This design comes from an exercise in tuning for small area and a short achievable clock period on the open sky130 flow, not from production work.
RTL that was checked went through simulation tests only; none was proved equivalent to the original.
No activity file was given, so power comes from the tool's default toggle rates.

== run E ==
==> flow/design.v <==
module predec3n (
    input  logic [2:0] a,
    input  logic [2:0] a_n,
    input  logic       en_a,
    input  logic [7:0] qd,
    output logic [7:0] yn
);
    genvar j;
    generate
        for (j = 0; j < 8; j++) begin : g_j
            g_a41oi u (.a(en_a),
                       .b(j[2] ? a[2] : a_n[2]),
                       .c(j[1] ? a[1] : a_n[1]),
                       .d(j[0] ? a[0] : a_n[0]),
                       .e(qd[j]), .y(yn[j]));
        end
    endgenerate
endmodule
module ao8 (
    input  logic [7:0] d,
    input  logic [7:0] s,
    output logic       y
);
    assign y = |(d & s);
endmodule
module rdbit (
    input  logic [63:0] d,
    input  logic [63:0] rsel,
    input  logic        wbit,
    input  logic        byp,
    output logic        y_rd,
    output logic        y
);
    logic [7:0] s;
    logic [3:0] t;
    logic       keep, wb_n;
    genvar k;
    generate
        for (k = 0; k < 8; k++) begin : g_s
            ao8 u (.d(d[8*k+7:8*k]), .s(rsel[8*k+7:8*k]), .y(s[k]));
        end
        for (k = 0; k < 4; k++) begin : g_t
            g_nor2 u (.a(s[2*k]), .b(s[2*k+1]), .y(t[k]));
        end
    endgenerate
    g_nand4 u_rd (.a(t[0]), .b(t[1]), .c(t[2]), .d(t[3]), .y(y_rd));
    g_a41o  u_k  (.a(t[0]), .b(t[1]), .c(t[2]), .d(t[3]), .e(byp), .y(keep));
    g_nand2 u_wb (.a(wbit), .b(byp), .y(wb_n));
    g_nand2 u_y  (.a(keep), .b(wb_n), .y(y));
endmodule
module g_inv   (input logic a, output logic y);                   assign y = !a;                          endmodule
module g_or2   (input logic a, b, output logic y);                assign y = a || b;                      endmodule
module g_nor2  (input logic a, b, output logic y);                assign y = !(a || b);                   endmodule
module g_nand2 (input logic a, b, output logic y);                assign y = !(a && b);                   endmodule
module g_nor3  (input logic a, b, c, output logic y);             assign y = !(a || b || c);              endmodule
module g_nand3 (input logic a, b, c, output logic y);             assign y = !(a && b && c);              endmodule
module g_and4  (input logic a, b, c, d, output logic y);          assign y = a && b && c && d;            endmodule
module g_nand4 (input logic a, b, c, d, output logic y);          assign y = !(a && b && c && d);         endmodule
module g_xnor2 (input logic a, b, output logic y);                assign y = !(a ^ b);                    endmodule
module g_aoi22 (input logic a0, b0, a1, b1, output logic y);      assign y = !((a0 && b0) || (a1 && b1)); endmodule
module g_aoi222 (input logic a0, b0, a1, b1, a2, b2, output logic y);
    assign y = !((a0 && b0) || (a1 && b1) || (a2 && b2));
endmodule
module g_a41oi (input logic a, b, c, d, e, output logic y);       assign y = !((a && b && c && d) || e);  endmodule
module g_and2  (input logic a, b, output logic y);                assign y = a && b;                      endmodule
module g_a21o  (input logic a, b, c, output logic y);             assign y = (a && b) || c;               endmodule
module g_o21ai (input logic a, b, c, output logic y);             assign y = !((a || b) && c);            endmodule
module g_a41o  (input logic a, b, c, d, e, output logic y);       assign y = (a && b && c && d) || e;     endmodule
module g_a31o  (input logic a, b, c, d, output logic y);          assign y = (a && b && c) || d;          endmodule
module g_a32o  (input logic a, b, c, d, e, output logic y);       assign y = (a && b && c) || (d && e);   endmodule
module bist_top #(
    parameter size   = 6,   
    parameter length = 8    
)(
    input  logic               start,
    input  logic               rst,
    input  logic               clk,
    input  logic               csin,
    input  logic               rwbarin,
    input  logic               opr,
    input  logic [size-1:0]    address,
    input  logic [length-1:0]  datain,
    output logic [length-1:0]  dataout,
    output logic               fail
);
    function automatic logic [7:0] pat(input logic [2:0] s);
        case (s)
            3'd0: pat = 8'hAA;
            3'd1: pat = 8'h55;
            3'd2: pat = 8'hF0;
            3'd3: pat = 8'h0F;
            3'd4: pat = 8'h00;
            3'd5: pat = 8'hFF;
            3'd6: pat = 8'hCC;
            default: pat = 8'h33;
        endcase
    endfunction
    logic       test;
    logic [9:0] q;
    logic       cout;
    logic       test_nx;
    logic [9:0] q_nx;
    logic       cout_nx;
    assign test_nx = test ? !cout : start;
    assign {cout_nx, q_nx} = test ? {1'b0, q} + 11'd1 : 11'd0;
    always_ff @(posedge clk or posedge rst) begin
        if (rst)
            test <= 1'b0;
        else
            test <= test_nx;
    end
    always_ff @(posedge clk) begin
        {cout, q} <= {cout_nx, q_nx};
    end
    logic [7:0] ptn;
    assign ptn = pat(q[2:0]);
    logic              cs, we;
    logic [length-1:0] wdata;
    assign cs    = test | csin;
    assign we    = test ? !q[6] : (csin && !rwbarin);
    assign wdata = test ? ptn : datain;
    logic       ntest, en_wr;
    logic [5:0] address_n;
    logic [7:0] qd_rrow, qd_wrow, qd_col, rrow_n, wrow_n, col_n;
    assign ntest = !test;
    assign en_wr = ntest && csin && !rwbarin;
    always_comb
        for (int j = 0; j < 8; j++) begin
            qd_rrow[j] = test && (q[5:3] == j);
            qd_wrow[j] = test && !q[6] && (q[5:3] == j);
            qd_col[j]  = test && (q[2:0] == j);
        end
    genvar ga;
    generate
        for (ga = 0; ga < size; ga++) begin : g_ainv
            g_inv u (.a(address[ga]), .y(address_n[ga]));
        end
    endgenerate
    predec3n u_prrow (.a(address[5:3]), .a_n(address_n[5:3]), .en_a(ntest), .qd(qd_rrow), .yn(rrow_n));
    predec3n u_pwrow (.a(address[5:3]), .a_n(address_n[5:3]), .en_a(en_wr), .qd(qd_wrow), .yn(wrow_n));
    predec3n u_pcol  (.a(address[2:0]), .a_n(address_n[2:0]), .en_a(ntest), .qd(qd_col),  .yn(col_n));
    genvar gw;
    logic [63:0] rsel, wsel;
    generate
        for (gw = 0; gw < 64; gw++) begin : g_sel
            g_nor2 u_r (.a(rrow_n[gw/8]), .b(col_n[gw%8]), .y(rsel[gw]));
            g_nor2 u_w (.a(wrow_n[gw/8]), .b(col_n[gw%8]), .y(wsel[gw]));
        end
    endgenerate
    logic [length-1:0] ram [0:63];
    always_ff @(posedge clk) begin
        for (int w = 0; w < 64; w++)
            if (wsel[w])
                ram[w] <= wdata;
    end
    logic [length-1:0] rd, rd_w;
    genvar gb, gx;
    generate
        for (gb = 0; gb < length; gb++) begin : g_rd
            logic [63:0] col;
            for (gx = 0; gx < 64; gx++) begin : g_w
                assign col[gx] = ram[gx][gb];
            end
            rdbit u_rd (.d(col), .rsel(rsel), .wbit(wdata[gb]), .byp(we), .y_rd(rd[gb]), .y(rd_w[gb]));
        end
    endgenerate
    logic [length-1:0] rdata;
    always_ff @(posedge clk) begin
        if (cs)
            rdata <= rd_w;
    end
    logic [7:0] ptn_nx, mism_n;
    logic       chk_n, fa_lo_d, fa_hi_d;
    assign ptn_nx = pat(q_nx[2:0]);
    assign chk_n  = !(test && !cout && q[6] && q_nx[6]);
    generate
        for (gb = 0; gb < length; gb++) begin : g_cmp
            g_xnor2 u (.a(rd[gb]), .b(ptn_nx[gb]), .y(mism_n[gb]));
        end
    endgenerate
    g_a41oi u_falo (.a(mism_n[0]), .b(mism_n[1]), .c(mism_n[2]), .d(mism_n[3]), .e(chk_n), .y(fa_lo_d));
    g_a41oi u_fahi (.a(mism_n[4]), .b(mism_n[5]), .c(mism_n[6]), .d(mism_n[7]), .e(chk_n), .y(fa_hi_d));
    logic rd_t, fa_lo, fa_hi, fa_t, fb;
    always_ff @(posedge clk or posedge rst) begin
        if (rst) begin
            rd_t  <= 1'b0;
            fa_lo <= 1'b0;
            fa_hi <= 1'b0;
            fa_t  <= 1'b0;
            fb    <= 1'b0;
        end else begin
            rd_t  <= test_nx && q_nx[6];
            fa_lo <= fa_lo_d;
            fa_hi <= fa_hi_d;
            fa_t  <= test && !cout && !q[6] && q_nx[6];
            fb    <= test_nx && !q_nx[6] && (q_nx[2:0] != 3'd4);
        end
    end
    logic idle_rd_n;
    g_nand2 u_ird (.a(csin), .b(rwbarin), .y(idle_rd_n));
    genvar go;
    generate
        for (go = 0; go < length; go++) begin : g_out
            logic idle_dn, test_dn;
            assign idle_dn = !(rdata[go] && ntest);
            assign test_dn = !(rdata[go] && rd_t);
            g_o21ai u (.a(idle_rd_n), .b(idle_dn), .c(test_dn), .y(dataout[go]));
        end
    endgenerate
    logic fa;
    assign fa = fa_lo || fa_hi || fa_t;
    g_a32o u_fail (.a(opr), .b(rwbarin), .c(fb), .d(opr), .e(fa), .y(fail));
endmodule
==> flow/config.mk <==
export PLATFORM = sky130hd
export DESIGN_NAME = bist_top
export DESIGN_NICKNAME = bist_top
export VERILOG_FILES = /design/flow/design.v
export SDC_FILE = /design/flow/constraint.sdc
export NUM_CORES = 4
export LEC_CHECK = 0
export CAP_MARGIN = 20
export CORE_MARGIN = 2
export CORE_UTILIZATION = 60
export CTS_BUF_LIST = sky130_fd_sc_hd__clkbuf_8
export CTS_CLUSTER_DIAMETER = 80
export CTS_CLUSTER_SIZE = 14
export SETUP_SLACK_MARGIN = 3.0
export SLEW_MARGIN = 20
export SYNTH_HIERARCHICAL = 1
==> flow/constraint.sdc <==
create_clock -name core_clock -period 6.0 [get_ports {clk}]
set_input_delay 1.2000 -clock core_clock [delete_from_list [all_inputs] [get_ports {clk}]]
set_output_delay 1.2000 -clock core_clock [all_outputs]
set_load 0.01 [all_outputs]
run.sh (not shown) runs the stock make flow with config.mk's settings and CLKGATE_MAP_FILE= SYNTH_SCRIPT=/design/flow/synth_recipe.tcl, a recipe that flattens the netlist after the stock synthesis.
Inputs modified between run E and run D:
-- flow/design.v --
<<< run E, line 34
    logic [7:0] s;
    logic [3:0] t;
    logic       keep, wb_n;
    genvar k;
    generate
>>> run D, line 34
    logic [7:0] s;
    logic [3:0] t;
    logic       all_t, byp_n;
    genvar k;
    generate
<<< run E, line 44
        end
    endgenerate
    g_nand4 u_rd (.a(t[0]), .b(t[1]), .c(t[2]), .d(t[3]), .y(y_rd));
    g_a41o  u_k  (.a(t[0]), .b(t[1]), .c(t[2]), .d(t[3]), .e(byp), .y(keep));
    g_nand2 u_wb (.a(wbit), .b(byp), .y(wb_n));
    g_nand2 u_y  (.a(keep), .b(wb_n), .y(y));
endmodule
module g_inv   (input logic a, output logic y);                   assign y = !a;                          endmodule
>>> run D, line 44
        end
    endgenerate
    g_nand4 u_rd  (.a(t[0]), .b(t[1]), .c(t[2]), .d(t[3]), .y(y_rd));
    g_and4  u_all (.a(t[0]), .b(t[1]), .c(t[2]), .d(t[3]), .y(all_t));
    g_nand2 u_b   (.a(wbit), .b(byp), .y(byp_n));
    g_nand2 u_y   (.a(all_t), .b(byp_n), .y(y));
endmodule
module g_inv   (input logic a, output logic y);                   assign y = !a;                          endmodule
<<< run E, line 66
module g_a21o  (input logic a, b, c, output logic y);             assign y = (a && b) || c;               endmodule
module g_o21ai (input logic a, b, c, output logic y);             assign y = !((a || b) && c);            endmodule
module g_a41o  (input logic a, b, c, d, e, output logic y);       assign y = (a && b && c && d) || e;     endmodule
module g_a31o  (input logic a, b, c, d, output logic y);          assign y = (a && b && c) || d;          endmodule
module g_a32o  (input logic a, b, c, d, e, output logic y);       assign y = (a && b && c) || (d && e);   endmodule
>>> run D, line 66
module g_a21o  (input logic a, b, c, output logic y);             assign y = (a && b) || c;               endmodule
module g_o21ai (input logic a, b, c, output logic y);             assign y = !((a || b) && c);            endmodule
module g_a31o  (input logic a, b, c, d, output logic y);          assign y = (a && b && c) || d;          endmodule
module g_a32o  (input logic a, b, c, d, e, output logic y);       assign y = (a && b && c) || (d && e);   endmodule
<<< run E, line 120
    assign we    = test ? !q[6] : (csin && !rwbarin);
    assign wdata = test ? ptn : datain;
    logic       ntest, en_wr;
    logic [5:0] address_n;
    logic [7:0] qd_rrow, qd_wrow, qd_col, rrow_n, wrow_n, col_n;
    assign ntest = !test;
    assign en_wr = ntest && csin && !rwbarin;
    always_comb
        for (int j = 0; j < 8; j++) begin
            qd_rrow[j] = test && (q[5:3] == j);
            qd_wrow[j] = test && !q[6] && (q[5:3] == j);
            qd_col[j]  = test && (q[2:0] == j);
>>> run D, line 119
    assign we    = test ? !q[6] : (csin && !rwbarin);
    assign wdata = test ? ptn : datain;
    logic       ntest, en_rd, en_wr;
    logic [5:0] address_n;
    logic [7:0] qd_rrow, qd_wrow, qd_col, rrow_n, wrow_n, col_n;
    assign ntest = !test;
    assign en_rd = ntest && rwbarin;
    assign en_wr = ntest && csin && !rwbarin;
    always_comb
        for (int j = 0; j < 8; j++) begin
            qd_rrow[j] = test && q[6] && (q[5:3] == j);
            qd_wrow[j] = test && !q[6] && (q[5:3] == j);
            qd_col[j]  = test && (q[2:0] == j);
<<< run E, line 137
        end
    endgenerate
    predec3n u_prrow (.a(address[5:3]), .a_n(address_n[5:3]), .en_a(ntest), .qd(qd_rrow), .yn(rrow_n));
    predec3n u_pwrow (.a(address[5:3]), .a_n(address_n[5:3]), .en_a(en_wr), .qd(qd_wrow), .yn(wrow_n));
    predec3n u_pcol  (.a(address[2:0]), .a_n(address_n[2:0]), .en_a(ntest), .qd(qd_col),  .yn(col_n));
>>> run D, line 137
        end
    endgenerate
    predec3n u_prrow (.a(address[5:3]), .a_n(address_n[5:3]), .en_a(en_rd), .qd(qd_rrow), .yn(rrow_n));
    predec3n u_pwrow (.a(address[5:3]), .a_n(address_n[5:3]), .en_a(en_wr), .qd(qd_wrow), .yn(wrow_n));
    predec3n u_pcol  (.a(address[2:0]), .a_n(address_n[2:0]), .en_a(ntest), .qd(qd_col),  .yn(col_n));
<<< run E, line 197
        end
    end
    logic idle_rd_n;
    g_nand2 u_ird (.a(csin), .b(rwbarin), .y(idle_rd_n));
    genvar go;
    generate
        for (go = 0; go < length; go++) begin : g_out
            logic idle_dn, test_dn;
            assign idle_dn = !(rdata[go] && ntest);
            assign test_dn = !(rdata[go] && rd_t);
            g_o21ai u (.a(idle_rd_n), .b(idle_dn), .c(test_dn), .y(dataout[go]));
        end
    endgenerate
>>> run D, line 197
        end
    end
    genvar go;
    generate
        for (go = 0; go < length; go++) begin : g_out
            logic idle_d, test_d;
            assign idle_d = rdata[go] && ntest;
            assign test_d = rdata[go] && rd_t;
            g_a31o u (.a(csin), .b(rwbarin), .c(idle_d), .d(test_d), .y(dataout[go]));
        end
    endgenerate
==> run notes <==
Run D finished all stages; the layout is clean. In run D the cell area after technology mapping turned out about 0.7% higher than in run E. Total vias in the final route, run D and run E, lower one = run D. End point of the critical path = dataout[0]: run E; end point of the critical path = fa_hi: run D. Run D against run E: routed via count divided by cell count down about 0.7%, fraction of power consumed by combinational cells down 4.5 points, combined global-route utilization of all metal layers up 0.33 points. Die: run D bigger than run E. On final area: between run D and run E, it ends up lower for run D. Going from run E to run D, last weighted congestion value of the routability-driven placer shrinks by about 1.7%. Sequential share of layout area: run D vs run E up 0.99 points. Distinct cell type count of the synthesized netlist (run D vs. run E) increases by more than 10%. Compared with run E, clock-buffer cell count in run D decreased by a few percent.
No functional check of the RTL was part of run D.

separate check: timing with driven ports:
Ports are ideal in the flow. The routed layouts listed here were re-timed in OpenROAD. Step 1 assumes that a clkbuf_16 drives the clock port and a buf_2 every other input. Step 2, shift: input delay + t, output delay - t, t = (earliest + latest rising clock arrival at the registers) / 2. This alone moves slack from input paths to output paths. a / b / c = ideal ports / drivers / drivers and shift; a / b = the first two.
run	t, ns	setup slack, ns	hold slack, ns	latest minus earliest clock arrival (ns)
run E	0.643	2.960 / 2.880 / 2.343	0.458 / 0.458 / 0.458	0.029 / 0.029
run D	0.689	2.891 / 2.858 / 2.217	0.476 / 0.476 / 0.476	0.023 / 0.023
After both steps setup and hold are still met in every run listed. The setup slack of run D, which loses most, moves by -0.033 ns with the drivers and by -0.674 ns with both steps.
